From an optimization exercise on the open Yosys and OpenROAD flow, aimed at small area, a short achievable clock period and few clock cycles per item; shortcuts taken in it are not production practice. No run shown here included a check of the RTL's function; only the layout flow was run. In every run shown here, the design's own scripts or RTL, not TritonCTS, make the clock network. No driver is modelled on the clock port, so clock power and skew are understated where the tree is cut down; a real chip needs a root buffer or a tree. Power and IR drop assume default switching activity.

### flow/design.v
module Log2(
  input clk,
  input reset,
  input h,
  output reg flag,
  input [7:0] in,
  output reg [7:0] out
);
  reg busy;
  wire [7:0] lut;
  always @(posedge clk or posedge reset) begin
    if (reset) begin
      busy <= 1'b0;
      flag <= 1'b0;
    end else begin
      busy <= h;
      flag <= busy | (flag & ~h);
    end
  end
  always @(posedge clk) begin
    if (busy)
      out <= lut;
    else if (h | ~flag)
      out <= in;
  end
  log2_lut u_lut (.x(out), .y(lut));
endmodule
module log2_lut(input [7:0] x, output [7:0] y);
  wire new_n17, new_n18, new_n20, new_n21, new_n22, new_n24, new_n25,
    new_n26, new_n27, new_n28, new_n29, new_n30, new_n31, new_n32, new_n33,
    new_n34, new_n35, new_n36, new_n37, new_n38, new_n39, new_n40, new_n41,
    new_n42, new_n43, new_n44, new_n45, new_n46, new_n47, new_n48, new_n49,
    new_n50, new_n51, new_n52, new_n53, new_n54, new_n55, new_n56, new_n57,
    new_n58, new_n59, new_n60, new_n61, new_n62, new_n63, new_n64, new_n65,
    new_n66, new_n67, new_n68, new_n69, new_n70, new_n71, new_n72, new_n73,
    new_n74, new_n75, new_n76, new_n77, new_n78, new_n79, new_n80, new_n81,
    new_n82, new_n83, new_n84, new_n85, new_n86, new_n87, new_n88, new_n89,
    new_n90, new_n91, new_n92, new_n93, new_n94, new_n95, new_n96, new_n97,
    new_n98, new_n99, new_n100, new_n101, new_n102, new_n103, new_n104,
    new_n105, new_n106, new_n107, new_n108, new_n109, new_n110, new_n111,
    new_n112, new_n113, new_n114, new_n115, new_n116, new_n117, new_n118,
    new_n119, new_n120, new_n121, new_n122, new_n124, new_n125, new_n126,
    new_n127, new_n128, new_n129, new_n130, new_n131, new_n132, new_n133,
    new_n134, new_n135, new_n136, new_n137, new_n138, new_n139, new_n140,
    new_n141, new_n143, new_n145, new_n148, new_n149;
  assign new_n17 = ~x[6] & ~x[7];
  assign new_n18 = ~x[5] & new_n17;
  assign y[7] = x[4] | ~new_n18;
  assign new_n20 = x[3] & ~y[7];
  assign new_n21 = x[2] & ~y[7];
  assign new_n22 = new_n17 & ~new_n21;
  assign y[6] = new_n20 | ~new_n22;
  assign new_n24 = x[1] & new_n18;
  assign new_n25 = ~x[4] & new_n24;
  assign new_n26 = ~y[6] & new_n25;
  assign new_n27 = x[0] & new_n26;
  assign new_n28 = x[4] & ~x[7];
  assign new_n29 = ~x[6] & ~new_n28;
  assign new_n30 = x[3] & ~x[6];
  assign new_n31 = ~x[7] & ~new_n30;
  assign new_n32 = ~x[5] & new_n31;
  assign new_n33 = ~new_n29 & ~new_n32;
  assign new_n34 = ~x[1] & ~x[3];
  assign new_n35 = new_n21 & ~new_n34;
  assign new_n36 = ~new_n33 & ~new_n35;
  assign new_n37 = ~new_n27 & new_n36;
  assign new_n38 = x[1] & new_n20;
  assign new_n39 = x[0] & ~x[3];
  assign new_n40 = ~x[4] & ~new_n39;
  assign new_n41 = x[2] & new_n18;
  assign new_n42 = ~new_n40 & new_n41;
  assign new_n43 = x[6] & ~x[7];
  assign new_n44 = x[4] & new_n43;
  assign new_n45 = x[5] & ~new_n31;
  assign new_n46 = ~new_n44 & ~new_n45;
  assign new_n47 = ~new_n42 & new_n46;
  assign new_n48 = ~new_n38 & new_n47;
  assign new_n49 = new_n37 & new_n48;
  assign new_n50 = x[0] & x[4];
  assign new_n51 = new_n18 & new_n50;
  assign new_n52 = x[5] & new_n17;
  assign new_n53 = x[1] & new_n52;
  assign new_n54 = x[2] & new_n43;
  assign new_n55 = x[3] & x[7];
  assign new_n56 = ~new_n54 & ~new_n55;
  assign new_n57 = ~new_n53 & new_n56;
  assign new_n58 = ~new_n51 & new_n57;
  assign new_n59 = x[0] & ~y[7];
  assign new_n60 = ~new_n43 & ~new_n59;
  assign new_n61 = x[3] & ~new_n60;
  assign new_n62 = x[2] & new_n52;
  assign new_n63 = ~x[7] & ~new_n24;
  assign new_n64 = x[4] & ~new_n63;
  assign new_n65 = ~new_n62 & ~new_n64;
  assign new_n66 = ~new_n61 & new_n65;
  assign new_n67 = new_n58 & new_n66;
  assign new_n68 = ~new_n58 & ~new_n66;
  assign new_n69 = x[0] & x[7];
  assign new_n70 = new_n58 & new_n69;
  assign new_n71 = ~new_n68 & ~new_n70;
  assign new_n72 = ~new_n67 & new_n71;
  assign new_n73 = new_n49 & new_n72;
  assign new_n74 = x[0] & new_n52;
  assign new_n75 = x[2] & x[7];
  assign new_n76 = x[1] & new_n43;
  assign new_n77 = ~new_n75 & ~new_n76;
  assign new_n78 = ~new_n74 & new_n77;
  assign new_n79 = ~new_n37 & ~new_n48;
  assign new_n80 = new_n66 & new_n79;
  assign new_n81 = ~new_n78 & ~new_n80;
  assign new_n82 = ~new_n73 & new_n81;
  assign new_n83 = new_n37 & ~new_n48;
  assign new_n84 = ~new_n58 & ~new_n78;
  assign new_n85 = ~new_n69 & new_n84;
  assign new_n86 = ~new_n83 & new_n85;
  assign new_n87 = x[1] & x[7];
  assign new_n88 = x[0] & new_n43;
  assign new_n89 = ~new_n87 & ~new_n88;
  assign new_n90 = ~new_n37 & new_n68;
  assign new_n91 = ~new_n89 & ~new_n90;
  assign new_n92 = ~new_n86 & new_n91;
  assign new_n93 = ~new_n49 & ~new_n68;
  assign new_n94 = new_n69 & ~new_n93;
  assign new_n95 = new_n48 & ~new_n66;
  assign new_n96 = new_n37 & new_n95;
  assign new_n97 = ~new_n79 & ~new_n96;
  assign new_n98 = ~new_n94 & new_n97;
  assign new_n99 = new_n78 & ~new_n98;
  assign new_n100 = ~new_n92 & ~new_n99;
  assign new_n101 = x[1] & new_n69;
  assign new_n102 = ~new_n37 & new_n48;
  assign new_n103 = ~new_n69 & new_n89;
  assign new_n104 = new_n67 & ~new_n103;
  assign new_n105 = ~new_n102 & new_n104;
  assign new_n106 = ~new_n90 & ~new_n105;
  assign new_n107 = ~new_n101 & ~new_n106;
  assign new_n108 = new_n37 & ~new_n89;
  assign new_n109 = new_n70 & ~new_n108;
  assign new_n110 = new_n95 & ~new_n103;
  assign new_n111 = ~new_n109 & new_n110;
  assign new_n112 = ~new_n107 & ~new_n111;
  assign new_n113 = ~new_n100 & new_n112;
  assign new_n114 = ~new_n82 & ~new_n113;
  assign new_n115 = new_n82 & new_n92;
  assign new_n116 = new_n80 & new_n101;
  assign new_n117 = ~new_n115 & ~new_n116;
  assign new_n118 = ~new_n114 & new_n117;
  assign new_n119 = ~new_n80 & ~new_n95;
  assign new_n120 = ~new_n78 & ~new_n89;
  assign new_n121 = new_n58 & new_n120;
  assign new_n122 = ~new_n119 & new_n121;
  assign y[0] = new_n118 | new_n122;
  assign new_n124 = new_n58 & ~new_n120;
  assign new_n125 = new_n49 & new_n78;
  assign new_n126 = ~new_n79 & ~new_n125;
  assign new_n127 = y[0] & ~new_n126;
  assign new_n128 = new_n66 & ~new_n84;
  assign new_n129 = new_n49 & new_n128;
  assign new_n130 = ~new_n127 & ~new_n129;
  assign new_n131 = new_n124 & ~new_n130;
  assign new_n132 = new_n68 & ~new_n127;
  assign new_n133 = new_n48 & new_n132;
  assign new_n134 = ~new_n66 & ~new_n124;
  assign new_n135 = new_n83 & new_n134;
  assign new_n136 = ~new_n133 & ~new_n135;
  assign new_n137 = ~new_n66 & new_n136;
  assign new_n138 = ~new_n124 & new_n130;
  assign new_n139 = ~new_n58 & new_n115;
  assign new_n140 = new_n138 & ~new_n139;
  assign new_n141 = ~new_n137 & new_n140;
  assign y[1] = ~new_n131 & ~new_n141;
  assign new_n143 = new_n66 & ~new_n138;
  assign y[2] = new_n136 & ~new_n143;
  assign new_n145 = new_n48 & ~new_n132;
  assign y[3] = ~new_n135 & ~new_n145;
  assign y[4] = ~new_n37 | new_n135;
  assign new_n148 = ~x[7] & ~new_n52;
  assign new_n149 = ~new_n20 & new_n148;
  assign y[5] = new_n26 | ~new_n149;
endmodule
### flow/flow/run.sh
#!/bin/bash
# Standard ORFS layout with these changes:
#  - synthesis maps the logic with the ABC script in flow/abc_area.script
#    (same synthesis script otherwise, so registers keep their names and types);
#  - port buffers are sky130_fd_sc_hd__buf_1 instead of the default delay buffer;
#  - the clock tree is a single clkbuf_8 between the clock port and the ten
#    registers (all registers get the same clock arrival), instead of an H-tree.
set -euo pipefail
rm -rf myscripts
cp -r "$FLOW_HOME/scripts" myscripts
cp flow/abc_area.script myscripts/abc_area.script
python3 - <<'PY'
p = 'myscripts/cts.tcl'
s = open(p).read()
old = 'log_cmd clock_tree_synthesis {*}$cts_args'
assert old in s
new = '''# place the one clock buffer at the centre of the registers it drives
set clk_net [[ord::get_db_block] findNet clk]
set sx 0
set sy 0
set sn 0
foreach iterm [$clk_net getITerms] {
  lassign [[$iterm getInst] getLocation] ix iy
  set sx [expr {$sx + $ix}]
  set sy [expr {$sy + $iy}]
  incr sn
}
set cx [ord::dbu_to_microns [expr {$sx / $sn}]]
set cy [ord::dbu_to_microns [expr {$sy / $sn}]]
puts "clock buffer at $cx $cy for $sn registers"
log_cmd insert_buffer -buffer_cell sky130_fd_sc_hd__clkbuf_8 -net [get_nets clk] -location [list $cx $cy] -buffer_name clkbuf_root -net_name clk_root
set_propagated_clock [all_clocks]'''
open(p, 'w').write(s.replace(old, new))
PY
bash standard.sh synth ABC_AREA=1 SCRIPTS_DIR="$PWD/myscripts" > synth.log 2>&1
bash standard.sh finish SCRIPTS_DIR="$PWD/myscripts" "BUFFER_PORTS_ARGS=-buffer_cell sky130_fd_sc_hd__buf_1" > layout.log 2>&1
### flow/flow/abc_area.script
strash
dch
map -D 1600
topo
upsize -D 1900
dnsize -D 1900
### flow/standard.sh
#!/bin/bash
# synth_recipe.tcl (not shown) runs the flow's synth.tcl, then flattens the netlist and writes it again
# the make line also repeats each setting of config.mk as NAME=value (left out here)
make -C /OpenROAD-flow-scripts/flow DESIGN_CONFIG=/design/flow/config.mk WORK_HOME=/design/flow/orfs CLKGATE_MAP_FILE= SYNTH_SCRIPT=/design/flow/synth_recipe.tcl "${@:-finish}"
### flow/config.mk
export PLATFORM = sky130hd
export DESIGN_NAME = Log2
export DESIGN_NICKNAME = Log2
export VERILOG_FILES = /design/flow/design.v
export SDC_FILE = /design/flow/constraint.sdc
export NUM_CORES = 4
export LEC_CHECK = 0
export CAP_MARGIN = 20
export CORE_AREA = 2.5 2.5 61.5 61.5
export DIE_AREA = 0 0 64 64
export SLEW_MARGIN = 20
### flow/constraint.sdc
create_clock -name core_clock -period 10.0 [get_ports {clk}]
set_input_delay 2.0000 -clock core_clock [delete_from_list [all_inputs] [get_ports {clk}]]
set_output_delay 2.0000 -clock core_clock [all_outputs]
set_load 0.01 [all_outputs]
==> run notes, run 1 <==
# TYPE chip_impl_metric gauge
chip_impl_metric{name="synthDominantCellAreaShare",unit=""} 0.2595
chip_impl_metric{name="total_congestion_overflow_after_global_routing",unit=""} 0
chip_impl_metric{name="p_leak",unit="uW"} 0.0003798
chip_impl_info{name="r2r-end",value="out[1]"} 1
chip_impl_metric{name="cts.hold.buffers_added",unit=""} 0
chip_impl_info{name="synth_top_family_by_area",value="simple AND/OR/NAND/NOR gates"} 1
chip_impl_metric{name="cts.repair_timing.setup_buffer_count",unit=""} 0
chip_impl_metric{name="fraction_of_layout_instances_using_a_drive_strength_above_1",unit=""} 0.05488
chip_impl_metric{name="mappedNetlistArea",unit="sq um"} 925.9
chip_impl_metric{name="final_stage_net_count",unit=""} 177
chip_impl_metric{name="synth_seq_cells",unit=""} 10
chip_impl_metric{name="firstDrtPassIters",unit=""} 4
chip_impl_metric{name="finalSetupTns",unit="ns"} 0
chip_impl_metric{name="worst_ep_required_time",unit="ns"} 9.88
chip_impl_info{name="synth_flop_cell",value="sky130_fd_sc_hd__edfxtp_1"} 1
chip_impl_metric{name="slowest_delay",unit="ns"} 0.51
chip_impl_metric{name="timing_worst_slew_pin_value",unit="ns"} 0.5929
chip_impl_metric{name="mean_number_of_vias_per_cell",unit=""} 5.181
chip_impl_metric{name="clk_pin_slew",unit="ns"} 0.06
chip_impl_metric{name="clkLatencyLatePin",unit="ns"} 0.13
chip_impl_metric{name="postSynthAreaPerCell",unit="sq um"} 6.430
chip_impl_metric{name="post-dp-hpwl",unit="microns"} 1986
chip_impl_metric{name="postCtsResizedCells",unit=""} 0
chip_impl_metric{name="gp_routability_congestion",unit=""} 0.9731
chip_impl_info{name="worst_path_dominant_cell_family",value="simple AND/OR/NAND/NOR gates"} 1
chip_impl_metric{name="synth-xor-area-share",unit=""} 0
chip_impl_info{name="holdCritStartpoint",value="flag"} 1
chip_impl_info{name="crit_chain",value="nor2_1 > nand2_1 > nor3_1 > a211o_2 > clkinv_1 > nor2_1 > nand2_1 > nand3_1 > o21ai_0 > a21boi_1 > o32ai_1 > nand2_1 > nand3_1 > a21oi_1 > o22ai_1"} 1
chip_impl_metric{name="max-slew-margin-rel",unit=""} 0.6005
chip_impl_metric{name="worst_clock_skew",unit="ns"} 0.0005166
chip_impl_metric{name="worst-path-stages",unit=""} 15
chip_impl_info{name="critical_path.startpoint_type",value="flop"} 1
chip_impl_info{name="endpoint_kind",value="flop"} 1
chip_impl_metric{name="synth_compound_area_frac",unit=""} 0.2635
chip_impl_metric{name="post_synth_and_or_nand_nor_area_fraction",unit=""} 0.3419
chip_impl_info{name="holdCritPathClass",value="reg -> reg"} 1
chip_impl_metric{name="max_cap_violations",unit=""} 0
chip_impl_metric{name="synth_edf_count",unit=""} 8
chip_impl_metric{name="max_freq",unit="GHz"} 0.3350
chip_impl_info{name="crit_type",value="reg -> reg"} 1
chip_impl_metric{name="number_of_antenna_violations_at_the_first_check_in_global_routing",unit=""} 0
chip_impl_metric{name="die_area",unit="sq mm"} 0.004096
chip_impl_metric{name="yosysWarnings",unit=""} 1
chip_impl_metric{name="critPathMaxFanout",unit=""} 8
chip_impl_metric{name="floorplan.rows",unit=""} 21
chip_impl_metric{name="report.final.hold_viol_count",unit=""} 0
chip_impl_info{name="synth_top_cells_by_area",value="sky130_fd_sc_hd__edfxtp_1 26%, sky130_fd_sc_hd__nand2_1 15%, sky130_fd_sc_hd__a21oi_1 7.6%"} 1
chip_impl_info{name="most_numerous_cell_on_the_critical_path",value="sky130_fd_sc_hd__nand2_1"} 1
chip_impl_metric{name="routedWlPerCell",unit="microns"} 11.35
chip_impl_metric{name="count_of_unresolved_drc_violations_after_routing",unit=""} 0
chip_impl_info{name="synth.cells.most_frequent",value="37 x sky130_fd_sc_hd__nand2_1, 17 x sky130_fd_sc_hd__nor2_1, 16 x sky130_fd_sc_hd__clkinv_1"} 1
chip_impl_info{name="crit_path_start",value="out[7]"} 1
chip_impl_metric{name="synth_fa_ha_area_frac",unit=""} 0
chip_impl_metric{name="ant_nets",unit=""} 0
chip_impl_metric{name="worstRegToRegCells",unit=""} 15
chip_impl_metric{name="die-height",unit="microns"} 64
chip_impl_metric{name="core",unit="sq mm"} 0.003337
chip_impl_metric{name="period_needed",unit="ns"} 2.985
chip_impl_metric{name="grt_pass1_wl",unit="microns"} 4278
chip_impl_metric{name="ioPinCount",unit=""} 20
chip_impl_metric{name="port_buffers",unit=""} 19
chip_impl_metric{name="synthMuxAreaShare",unit=""} 0
chip_impl_info{name="post-synth-top-area-cell",value="sky130_fd_sc_hd__edfxtp_1"} 1
chip_impl_metric{name="count_of_buffering_cells_on_the_critical_path_with_inverters_included",unit=""} 1
chip_impl_metric{name="detail_route.iter0.violations",unit=""} 89
chip_impl_metric{name="reg2reg_slack",unit="ns"} 7.02
chip_impl_metric{name="start_util",unit=""} 0.2775
chip_impl_metric{name="min_period_over_period",unit=""} 0.2985
chip_impl_metric{name="vias_in_the_first_global_route",unit=""} 976
chip_impl_metric{name="cellPowerDensity",unit="mW/mm^2"} 149.5
chip_impl_metric{name="final_critical_path_setup_slack",unit="ns"} 7.015
chip_impl_metric{name="count_of_vias_placed_by_the_detailed_router",unit=""} 1088
chip_impl_metric{name="vdd_drop_max",unit="mV"} 0.05169
chip_impl_metric{name="seq_area_frac_synth",unit=""} 0.3135
chip_impl_metric{name="postSynth.asyncResetShare",unit=""} 0.2000
chip_impl_info{name="critical_path.slowest_cell",value="sky130_fd_sc_hd__edfxtp_1"} 1
chip_impl_metric{name="chip_width",unit="microns"} 64
chip_impl_info{name="outcome",value="complete, no violations"} 1
chip_impl_metric{name="design_power_total",unit="uW"} 159.7
chip_impl_metric{name="nFillCells",unit=""} 386
chip_impl_metric{name="overall_global_routing_resource_usage",unit=""} 0.1214
chip_impl_info{name="yosys.cell_count.top_type",value="sky130_fd_sc_hd__nand2_1"} 1
chip_impl_metric{name="detailedPlace.worstSlack",unit="ns"} 7.101
chip_impl_metric{name="wirelength",unit="microns"} 2384
chip_impl_metric{name="antennaDiodeCount",unit=""} 0
chip_impl_info{name="critical_path.reg2reg.startpoint",value="out[7]"} 1
chip_impl_metric{name="setup_violations",unit=""} 0
chip_impl_metric{name="utilization",unit=""} 0.3202
chip_impl_metric{name="syn_nets",unit=""} 155
chip_impl_info{name="grt_setup_unrepaired",value="false"} 1
chip_impl_info{name="critical_path.endpoint",value="out[1]"} 1
chip_impl_metric{name="worstPathArrival",unit="ns"} 2.86
chip_impl_metric{name="gate_count_after_technology_mapping",unit=""} 144
chip_impl_metric{name="timing_max_transition_violations_final",unit=""} 0
chip_impl_metric{name="grt_max_degree",unit=""} 12
chip_impl_metric{name="netlist-cell-type-count",unit=""} 26
chip_impl_metric{name="syn_to_final_growth",unit="%"} 15.40
==> per-layer routing <==
| layer | up-vias | routed length, microns | GRT usage |
|---|---|---|---|
| li1 | 551 | - | - |
| met2 | 33 | 1092 | 0.2044 |
| met4 | 0 | 16 | 0.01630 |
| met5 | - | 0 | 0 |
| met1 | 502 | 1156 | 0.1721 |
| met3 | 2 | 118 | 0.01056 |
==> per-stage QoR <==
step / instances / hold WS [ns] / cell area (sq um)
global route: 210 / 0.6012 / 1069
detailed placement: 209 / 0.5319 / 1055
finish: 210 / 0.5381 / 1069
floorplan: 144 / 0.5609 / 925.9
global placement: 209 / 0.5298 / 1055
CTS: 210 / 0.5426 / 1069
==> worst reg2reg max path, stage by stage (launching register included) <==
cell and delay, ns:
sky130_fd_sc_hd__edfxtp_1 0.51, sky130_fd_sc_hd__nor2_1 0.27, sky130_fd_sc_hd__nand2_1 0.12, sky130_fd_sc_hd__nor3_1 0.21
sky130_fd_sc_hd__a211o_2 0.21, sky130_fd_sc_hd__clkinv_1 0.15, sky130_fd_sc_hd__nor2_1 0.21, sky130_fd_sc_hd__nand2_1 0.09
sky130_fd_sc_hd__nand3_1 0.13, sky130_fd_sc_hd__o21ai_0 0.10, sky130_fd_sc_hd__a21boi_1 0.15, sky130_fd_sc_hd__o32ai_1 0.12
sky130_fd_sc_hd__nand2_1 0.12, sky130_fd_sc_hd__nand3_1 0.10, sky130_fd_sc_hd__a21oi_1 0.17, sky130_fd_sc_hd__o22ai_1 0.08
==> how the worst min path moves through the flow <==
stage / to / slack [ns] / cells after the start
floorplan: flag / 0.56 / 2
global placement: flag / 0.53 / 2
detailed placement: flag / 0.53 / 2
CTS: flag / 0.54 / 2
global route: flag / 0.60 / 2
finish: flag / 0.54 / 2
==> placed cells by master (no fill, tap or decap) <==
cell type / instances
sky130_fd_sc_hd__o21a_1: 1
sky130_fd_sc_hd__o21ai_1: 1
sky130_fd_sc_hd__o22ai_1: 4
sky130_fd_sc_hd__nand4_1: 5
sky130_fd_sc_hd__a31oi_1: 1
sky130_fd_sc_hd__o21ai_0: 11
sky130_fd_sc_hd__o31a_1: 1
sky130_fd_sc_hd__a211o_2: 1
sky130_fd_sc_hd__o2111ai_1: 1
sky130_fd_sc_hd__nor2_4: 1
sky130_fd_sc_hd__clkinv_1: 16
sky130_fd_sc_hd__nor3_2: 1
sky130_fd_sc_hd__a21boi_1: 1
sky130_fd_sc_hd__a2111oi_0: 1
sky130_fd_sc_hd__a22oi_1: 2
sky130_fd_sc_hd__inv_2: 4
sky130_fd_sc_hd__buf_1: 19
sky130_fd_sc_hd__o31ai_1: 1
sky130_fd_sc_hd__clkbuf_8: 1
sky130_fd_sc_hd__dfrtp_1: 2
sky130_fd_sc_hd__edfxtp_1: 8
sky130_fd_sc_hd__nor2_1: 17
sky130_fd_sc_hd__nand2_1: 37
sky130_fd_sc_hd__or2_2: 1
sky130_fd_sc_hd__nor3_1: 1
sky130_fd_sc_hd__a21oi_1: 14
sky130_fd_sc_hd__o32ai_1: 1
sky130_fd_sc_hd__nand3_1: 10
==> cell type report, clock buffers not listed <==
type                    count  area, sq um  area share
flip-flops and latches     10        290.3      0.2717
multi-input cells         114        560.5      0.5246
well taps                  46        57.56     0.05386
repair buffers             19        71.32     0.06675
inverters                  20        75.07     0.07026
==> cells by family (layout without fill, tap and decap cells) <==
| logic type | count (synthesis) | in the layout |
|---|---|---|
| compound gates | 41 | 41 |
| buf+inv | 20 | 40 |
| flops | 10 | 10 |
| simple gates | 73 | 73 |
==> power breakdown <==
part	switching, uW	internal (uW)
clock network	9.22	9.08
logic	52.5	26.3
registers	9.96	52.8
==> state kept, by name, indices dropped and copies added, names as in the netlist <==
signal  cells
out         8
busy        1
flag        1
==> run 2: changes to the inputs <==
==> flow/design.v (replaced) <==
module Log2(
  input clk,
  input reset,
  input h,
  output reg flag,
  input [7:0] in,
  output reg [7:0] out
);
  reg busy;
  wire [7:0] lut;
  always @(posedge clk or posedge reset) begin
    if (reset) begin
      busy <= 1'b0;
      flag <= 1'b0;
    end else begin
      busy <= h;
      flag <= busy | (flag & ~h);
    end
  end
  always @(posedge clk) begin
    if (busy)
      out <= lut;
    else if (h | ~flag)
      out <= in;
  end
  log2_lut u_lut (.x(out), .y(lut));
endmodule
module log2_lut(input [7:0] x, output [7:0] y);
  wire new_n17, new_n18, new_n20, new_n21, new_n22, new_n23, new_n25,
    new_n26, new_n27, new_n28, new_n29, new_n30, new_n31, new_n32, new_n33,
    new_n34, new_n35, new_n36, new_n37, new_n38, new_n39, new_n40, new_n41,
    new_n42, new_n43, new_n44, new_n45, new_n46, new_n47, new_n48, new_n49,
    new_n50, new_n51, new_n52, new_n53, new_n54, new_n55, new_n56, new_n57,
    new_n58, new_n59, new_n60, new_n61, new_n62, new_n63, new_n64, new_n65,
    new_n66, new_n67, new_n68, new_n69, new_n70, new_n71, new_n72, new_n73,
    new_n74, new_n75, new_n76, new_n77, new_n78, new_n79, new_n80, new_n81,
    new_n82, new_n83, new_n84, new_n85, new_n86, new_n87, new_n88, new_n89,
    new_n90, new_n91, new_n92, new_n93, new_n94, new_n95, new_n96, new_n97,
    new_n98, new_n99, new_n100, new_n101, new_n102, new_n103, new_n104,
    new_n105, new_n106, new_n107, new_n108, new_n109, new_n110, new_n111,
    new_n112, new_n113, new_n114, new_n115, new_n116, new_n117, new_n118,
    new_n119, new_n120, new_n121, new_n122, new_n123, new_n125, new_n126,
    new_n127, new_n128, new_n129, new_n130, new_n131, new_n132, new_n133,
    new_n134, new_n135, new_n136, new_n137, new_n138, new_n139, new_n140,
    new_n141, new_n142, new_n144, new_n146, new_n149, new_n150;
  assign new_n17 = ~x[6] & ~x[7];
  assign new_n18 = ~x[5] & new_n17;
  assign y[7] = x[4] | ~new_n18;
  assign new_n20 = x[2] & ~y[7];
  assign new_n21 = ~x[3] & new_n20;
  assign new_n22 = x[3] & ~y[7];
  assign new_n23 = new_n17 & ~new_n22;
  assign y[6] = new_n21 | ~new_n23;
  assign new_n25 = x[1] & ~y[7];
  assign new_n26 = ~y[6] & new_n25;
  assign new_n27 = x[0] & new_n26;
  assign new_n28 = x[4] & ~x[7];
  assign new_n29 = ~x[6] & ~new_n28;
  assign new_n30 = x[6] & ~x[7];
  assign new_n31 = ~x[3] & ~x[6];
  assign new_n32 = ~new_n30 & ~new_n31;
  assign new_n33 = ~x[5] & ~new_n32;
  assign new_n34 = ~new_n29 & ~new_n33;
  assign new_n35 = ~x[1] & ~x[3];
  assign new_n36 = new_n20 & ~new_n35;
  assign new_n37 = ~new_n34 & ~new_n36;
  assign new_n38 = ~new_n27 & new_n37;
  assign new_n39 = x[0] & new_n21;
  assign new_n40 = x[1] & new_n22;
  assign new_n41 = ~x[7] & ~new_n32;
  assign new_n42 = x[5] & ~new_n41;
  assign new_n43 = x[4] & new_n30;
  assign new_n44 = x[4] & new_n18;
  assign new_n45 = x[2] & new_n44;
  assign new_n46 = ~new_n43 & ~new_n45;
  assign new_n47 = ~new_n42 & new_n46;
  assign new_n48 = ~new_n40 & new_n47;
  assign new_n49 = ~new_n39 & new_n48;
  assign new_n50 = new_n38 & new_n49;
  assign new_n51 = x[0] & new_n44;
  assign new_n52 = x[5] & new_n17;
  assign new_n53 = x[1] & new_n52;
  assign new_n54 = x[3] & x[7];
  assign new_n55 = x[2] & new_n30;
  assign new_n56 = ~new_n54 & ~new_n55;
  assign new_n57 = ~new_n53 & new_n56;
  assign new_n58 = ~new_n51 & new_n57;
  assign new_n59 = x[0] & new_n22;
  assign new_n60 = x[1] & new_n44;
  assign new_n61 = x[2] & new_n52;
  assign new_n62 = x[4] & x[7];
  assign new_n63 = x[3] & new_n30;
  assign new_n64 = ~new_n62 & ~new_n63;
  assign new_n65 = ~new_n61 & new_n64;
  assign new_n66 = ~new_n60 & new_n65;
  assign new_n67 = ~new_n59 & new_n66;
  assign new_n68 = new_n58 & new_n67;
  assign new_n69 = ~new_n58 & ~new_n67;
  assign new_n70 = x[0] & x[7];
  assign new_n71 = new_n58 & new_n70;
  assign new_n72 = ~new_n69 & ~new_n71;
  assign new_n73 = ~new_n68 & new_n72;
  assign new_n74 = new_n50 & new_n73;
  assign new_n75 = x[0] & new_n52;
  assign new_n76 = x[2] & x[7];
  assign new_n77 = x[1] & new_n30;
  assign new_n78 = ~new_n76 & ~new_n77;
  assign new_n79 = ~new_n75 & new_n78;
  assign new_n80 = ~new_n38 & ~new_n49;
  assign new_n81 = new_n67 & new_n80;
  assign new_n82 = ~new_n79 & ~new_n81;
  assign new_n83 = ~new_n74 & new_n82;
  assign new_n84 = new_n38 & ~new_n49;
  assign new_n85 = ~new_n58 & ~new_n79;
  assign new_n86 = ~new_n70 & new_n85;
  assign new_n87 = ~new_n84 & new_n86;
  assign new_n88 = ~new_n38 & new_n69;
  assign new_n89 = x[0] & new_n30;
  assign new_n90 = x[1] & x[7];
  assign new_n91 = ~new_n89 & ~new_n90;
  assign new_n92 = ~new_n88 & ~new_n91;
  assign new_n93 = ~new_n87 & new_n92;
  assign new_n94 = ~new_n50 & ~new_n69;
  assign new_n95 = new_n70 & ~new_n94;
  assign new_n96 = new_n49 & ~new_n67;
  assign new_n97 = new_n38 & new_n96;
  assign new_n98 = ~new_n80 & ~new_n97;
  assign new_n99 = ~new_n95 & new_n98;
  assign new_n100 = new_n79 & ~new_n99;
  assign new_n101 = ~new_n93 & ~new_n100;
  assign new_n102 = x[1] & new_n70;
  assign new_n103 = ~new_n38 & new_n49;
  assign new_n104 = ~new_n70 & new_n91;
  assign new_n105 = new_n68 & ~new_n104;
  assign new_n106 = ~new_n103 & new_n105;
  assign new_n107 = ~new_n88 & ~new_n106;
  assign new_n108 = ~new_n102 & ~new_n107;
  assign new_n109 = new_n38 & ~new_n91;
  assign new_n110 = new_n71 & ~new_n109;
  assign new_n111 = new_n96 & ~new_n104;
  assign new_n112 = ~new_n110 & new_n111;
  assign new_n113 = ~new_n108 & ~new_n112;
  assign new_n114 = ~new_n101 & new_n113;
  assign new_n115 = ~new_n83 & ~new_n114;
  assign new_n116 = new_n83 & new_n93;
  assign new_n117 = new_n81 & new_n102;
  assign new_n118 = ~new_n116 & ~new_n117;
  assign new_n119 = ~new_n115 & new_n118;
  assign new_n120 = ~new_n81 & ~new_n96;
  assign new_n121 = ~new_n79 & ~new_n91;
  assign new_n122 = new_n58 & new_n121;
  assign new_n123 = ~new_n120 & new_n122;
  assign y[0] = new_n119 | new_n123;
  assign new_n125 = new_n58 & ~new_n121;
  assign new_n126 = new_n50 & new_n79;
  assign new_n127 = ~new_n80 & ~new_n126;
  assign new_n128 = y[0] & ~new_n127;
  assign new_n129 = new_n67 & ~new_n85;
  assign new_n130 = new_n50 & new_n129;
  assign new_n131 = ~new_n128 & ~new_n130;
  assign new_n132 = new_n125 & ~new_n131;
  assign new_n133 = new_n69 & ~new_n128;
  assign new_n134 = new_n49 & new_n133;
  assign new_n135 = ~new_n67 & ~new_n125;
  assign new_n136 = new_n84 & new_n135;
  assign new_n137 = ~new_n134 & ~new_n136;
  assign new_n138 = ~new_n67 & new_n137;
  assign new_n139 = ~new_n58 & new_n116;
  assign new_n140 = ~new_n125 & new_n131;
  assign new_n141 = ~new_n139 & new_n140;
  assign new_n142 = ~new_n138 & new_n141;
  assign y[1] = ~new_n132 & ~new_n142;
  assign new_n144 = new_n67 & ~new_n140;
  assign y[2] = new_n137 & ~new_n144;
  assign new_n146 = new_n49 & ~new_n133;
  assign y[3] = ~new_n136 & ~new_n146;
  assign y[4] = ~new_n38 | new_n136;
  assign new_n149 = ~x[7] & ~new_n52;
  assign new_n150 = ~new_n22 & new_n149;
  assign y[5] = new_n26 | ~new_n150;
endmodule
==> run 2 against run 1 <==
Flip-flop and latch count unchanged; synthesized cell count up 0.69%; combinational power up 15%; critical path depth down 1; still clean; clock skew about the same; first-iteration DRC count up 37%; clock power about the same; setup slack better by 0.083 ns; area after synthesis up 2.0%; global-route usage down 0.56 points.
==> run notes, run 2 <==
# TYPE chip_impl_metric gauge
chip_impl_info{name="outcome",value="complete, no violations"} 1
chip_impl_metric{name="setup_violations",unit=""} 0
chip_impl_metric{name="multi_input_logic_area",unit="sq um"} 583.1
chip_impl_metric{name="floorplan.rows",unit=""} 21
chip_impl_metric{name="period_needed",unit="ns"} 2.901
chip_impl_metric{name="count_of_unresolved_drc_violations_after_routing",unit=""} 0
chip_impl_info{name="reg_top3",value="out (8), busy (1), flag (1)"} 1
chip_impl_metric{name="ant_nets",unit=""} 0
chip_impl_info{name="synth_top_cells_by_area",value="sky130_fd_sc_hd__edfxtp_1 25%, sky130_fd_sc_hd__nand2_1 16%, sky130_fd_sc_hd__o21ai_0 8.5%"} 1
chip_impl_metric{name="gp_routability_congestion",unit=""} 0.9157
chip_impl_metric{name="area.sequential",unit="sq um"} 290.3
chip_impl_metric{name="clkLatencyLatePin",unit="ns"} 0.13
chip_impl_metric{name="yosysWarnings",unit=""} 1
chip_impl_info{name="critical_path.startpoint_type",value="flop"} 1
chip_impl_metric{name="cts.repair_timing.setup_buffer_count",unit=""} 0
chip_impl_metric{name="synthDominantCellAreaShare",unit=""} 0.2543
chip_impl_metric{name="start_util",unit=""} 0.2831
chip_impl_info{name="globalRoute.busiestLayer",value="met1"} 1
chip_impl_metric{name="synth_seq_cells",unit=""} 10
chip_impl_metric{name="number_of_antenna_violations_at_the_first_check_in_global_routing",unit=""} 0
chip_impl_metric{name="clk_pin_slew",unit="ns"} 0.07
chip_impl_metric{name="final_stage_net_count",unit=""} 178
chip_impl_metric{name="stdcell_area",unit="sq mm"} 0.001087
chip_impl_metric{name="firstDrtPassIters",unit=""} 4
chip_impl_metric{name="postSynthAreaPerCell",unit="sq um"} 6.515
chip_impl_metric{name="globalRouteMet2Util",unit=""} 0.1680
chip_impl_info{name="grt_setup_unrepaired",value="false"} 1
chip_impl_metric{name="postSynth.asyncResetShare",unit=""} 0.2000
chip_impl_metric{name="grt_pass1_wl",unit="microns"} 4050
chip_impl_metric{name="max_cap_violations",unit=""} 0
chip_impl_metric{name="ioPinCount",unit=""} 20
chip_impl_info{name="layout.cells.most_common_list",value="40 x sky130_fd_sc_hd__nand2_1, 19 x sky130_fd_sc_hd__nor2_1, 19 x sky130_fd_sc_hd__buf_1, 16 x sky130_fd_sc_hd__clkinv_1, 16 x sky130_fd_sc_hd__o21ai_0"} 1
chip_impl_info{name="holdCritPathClass",value="reg -> reg"} 1
chip_impl_metric{name="seq_area_frac_synth",unit=""} 0.3073
chip_impl_metric{name="grt_max_degree",unit=""} 15
chip_impl_metric{name="p_leak",unit="uW"} 0.0003883
chip_impl_info{name="crit_type",value="reg -> reg"} 1
chip_impl_metric{name="report.final.hold_viol_count",unit=""} 0
chip_impl_metric{name="chip_width",unit="microns"} 64
chip_impl_info{name="synth.cells.most_frequent",value="40 x sky130_fd_sc_hd__nand2_1, 19 x sky130_fd_sc_hd__nor2_1, 16 x sky130_fd_sc_hd__clkinv_1, 16 x sky130_fd_sc_hd__o21ai_0, 8 x sky130_fd_sc_hd__edfxtp_1"} 1
chip_impl_info{name="yosys.cell_count.top_type",value="sky130_fd_sc_hd__nand2_1"} 1
chip_impl_metric{name="gate_count_after_technology_mapping",unit=""} 145
chip_impl_info{name="registers.top_by_ff_count",value="out"} 1
chip_impl_metric{name="netlist-cell-type-count",unit=""} 27
chip_impl_metric{name="finalSetupTns",unit="ns"} 0
chip_impl_metric{name="die-height",unit="microns"} 64
chip_impl_metric{name="worst_ep_required_time",unit="ns"} 9.87
chip_impl_info{name="endpoint_kind",value="flop"} 1
chip_impl_metric{name="vdd_drop_max",unit="mV"} 0.09226
chip_impl_metric{name="detail_route.iter0.violations",unit=""} 122
chip_impl_metric{name="mean_number_of_vias_per_cell",unit=""} 5.014
chip_impl_metric{name="cellPowerDensity",unit="mW/mm^2"} 159.6
chip_impl_metric{name="syn_to_final_growth",unit="%"} 15.10
chip_impl_metric{name="synth_edf_count",unit=""} 8
chip_impl_metric{name="worstPathArrival",unit="ns"} 2.77
chip_impl_metric{name="antennaDiodeCount",unit=""} 0
chip_impl_metric{name="post-dp-hpwl",unit="microns"} 2009
chip_impl_metric{name="critPathMaxFanout",unit=""} 8
chip_impl_metric{name="overall_global_routing_resource_usage",unit=""} 0.1158
chip_impl_metric{name="postCtsResizedCells",unit=""} 0
chip_impl_metric{name="mappedNetlistArea",unit="sq um"} 944.7
chip_impl_metric{name="timing_worst_slew_pin_value",unit="ns"} 0.4931
chip_impl_metric{name="nFillCells",unit=""} 383
chip_impl_metric{name="min_period_over_period",unit=""} 0.2901
chip_impl_metric{name="total_congestion_overflow_after_global_routing",unit=""} 0
chip_impl_metric{name="max_freq",unit="GHz"} 0.3447
chip_impl_info{name="layout.cells.most_common",value="sky130_fd_sc_hd__nand2_1"} 1
chip_impl_metric{name="postPlaceCellArea",unit="sq mm"} 0.001074
chip_impl_metric{name="die_area",unit="sq mm"} 0.004096
chip_impl_metric{name="worst_clock_skew",unit="ns"} 0.0003197
chip_impl_info{name="post-synth-top-area-cell",value="sky130_fd_sc_hd__edfxtp_1"} 1
chip_impl_metric{name="max-slew-margin-rel",unit=""} 0.6698
chip_impl_metric{name="port_buffers",unit=""} 19
chip_impl_metric{name="grt_util_met3",unit=""} 0.01761
chip_impl_metric{name="largest_reg_flops",unit=""} 8
chip_impl_metric{name="core",unit="sq mm"} 0.003337
chip_impl_metric{name="cts.hold.buffers_added",unit=""} 0
chip_impl_metric{name="fraction_of_layout_instances_using_a_drive_strength_above_1",unit=""} 0.05455
chip_impl_metric{name="vias_in_the_first_global_route",unit=""} 908
chip_impl_metric{name="timing_max_transition_violations_final",unit=""} 0
chip_impl_info{name="synth_flop_cell",value="sky130_fd_sc_hd__edfxtp_1"} 1
chip_impl_metric{name="grt_util_met1",unit=""} 0.1808
chip_impl_metric{name="wirelength",unit="microns"} 2403
chip_impl_metric{name="count_of_vias_placed_by_the_detailed_router",unit=""} 1058
chip_impl_metric{name="syn_nets",unit=""} 156
chip_impl_metric{name="routedWlPerCell",unit="microns"} 11.39
## run 2: cell count changes after synthesis, sizes merged, moves of 2 or more
cell / delta
nand2: +3
nand4: -2
a21oi: -8
nand3: -3
nor2: +5
o22ai: -4
o211ai: +3
o21ai: +6
nand3b: +2
## run 2: path summary, 6_finish.rpt
check / depth (start not counted) / from / to / slack (ns)
worst max-delay path: 14 / out[7] / out[3] / 7.10
worst min-delay path: 2 / flag / flag / 0.54
worst max register to register: 14 / out[7] / out[3] / 7.10
worst min register to register: 2 / flag / flag / 0.54
max in group asynchronous: 2 / reset / busy / 8.23
min in group asynchronous: 2 / reset / flag / 1.67
## run 2: final cells by class, clock buffers not listed
| type | count | area share |
|---|---|---|
| multi-input combinational | 116 | 0.5362 |
| sequential | 10 | 0.2670 |
| timing repair buffer | 19 | 0.06559 |
| inverter | 19 | 0.06559 |
| tap | 46 | 0.05293 |
## run 2: where the power goes
group / leakage [uW] / switching (uW) / internal [uW]
Sequential: 0.000105 / 10.7 / 53.6
Clock: 0.00000719 / 9.48 / 9.09
Combinational: 0.000277 / 60.2 / 30.6
Total: 0.000388 / 80.3 / 93.2
## run 2: cells by family (layout without fill, tap and decap cells)
logic type      count (synthesis)  count (layout)  synth area share
compound gates                 38              38            0.2596
flops                          10              10            0.3073
buf+inv                        19              39           0.07550
simple gates                   78              78            0.3576
## run 2: metal layers
layer	vias to the layer above	routed length [microns]
met5	-	0
met4	0	12
met3	2	217
met2	40	990
met1	466	1182
li1	550	-
## run 2: critical path, cell delays in order (launching register included)
cell	delay (ns)
sky130_fd_sc_hd__edfxtp_1	0.50
sky130_fd_sc_hd__nor2_1	0.20
sky130_fd_sc_hd__nand3_1	0.16
sky130_fd_sc_hd__inv_1	0.10
sky130_fd_sc_hd__nand2_1	0.12
sky130_fd_sc_hd__o211ai_1	0.45
sky130_fd_sc_hd__nand2_1	0.08
sky130_fd_sc_hd__o21ai_0	0.09
sky130_fd_sc_hd__a22oi_1	0.08
sky130_fd_sc_hd__o21ai_0	0.20
sky130_fd_sc_hd__a21boi_1	0.10
sky130_fd_sc_hd__o32ai_2	0.14
sky130_fd_sc_hd__nand2_1	0.14
sky130_fd_sc_hd__a21oi_1	0.17
sky130_fd_sc_hd__o31ai_1	0.09
## run 2: stage by stage
step,power (uW),worst slack [ns],std cells,utilization,hold slack (ns)
5_1_grt,188.8,6.782,211,0.3258,0.5707
3_5_place_dp,155.2,7.112,210,0.3217,0.5324
6_report,173.6,7.099,211,0.3258,0.5355
4_1_cts,173.1,7.110,211,0.3258,0.5419
2_1_floorplan,131.0,7.452,145,-,0.5559
3_3_place_gp,156.7,7.104,210,0.3217,0.5286

[port drivers added, routing unchanged]
The results above use ideal ports. As a check the final layouts listed here were re-extracted and re-timed, cells and wires unchanged.
Step 1 (the two cells are an assumption about what drives the block):
set clk [get_ports {clk}]
set_driving_cell -lib_cell sky130_fd_sc_hd__clkbuf_16 $clk
set_driving_cell -lib_cell sky130_fd_sc_hd__buf_2 [delete_from_list [all_inputs] $clk]
Step 2 also shifts input and output timing later by t, the mid clock arrival at the registers, as if the neighbouring blocks saw the same clock.
a / b / c = ideal ports / drivers / drivers and shift; a / b = the first two.
| run | shift t [ns] | setup slack, ns | hold WS [ns] | worst data-port slew with drivers (ns) | pins driven straight from the clock port |
|---|---|---|---|---|---|
| run 1 | 0.149 | 7.015 / 7.015 / 7.015 | 0.538 / 0.538 / 0.538 | 0.03 | 1 |
| run 2 | 0.150 | 7.099 / 7.099 / 7.099 | 0.536 / 0.536 / 0.536 | 0.03 | 1 |
After both steps every run listed still meets setup and hold.
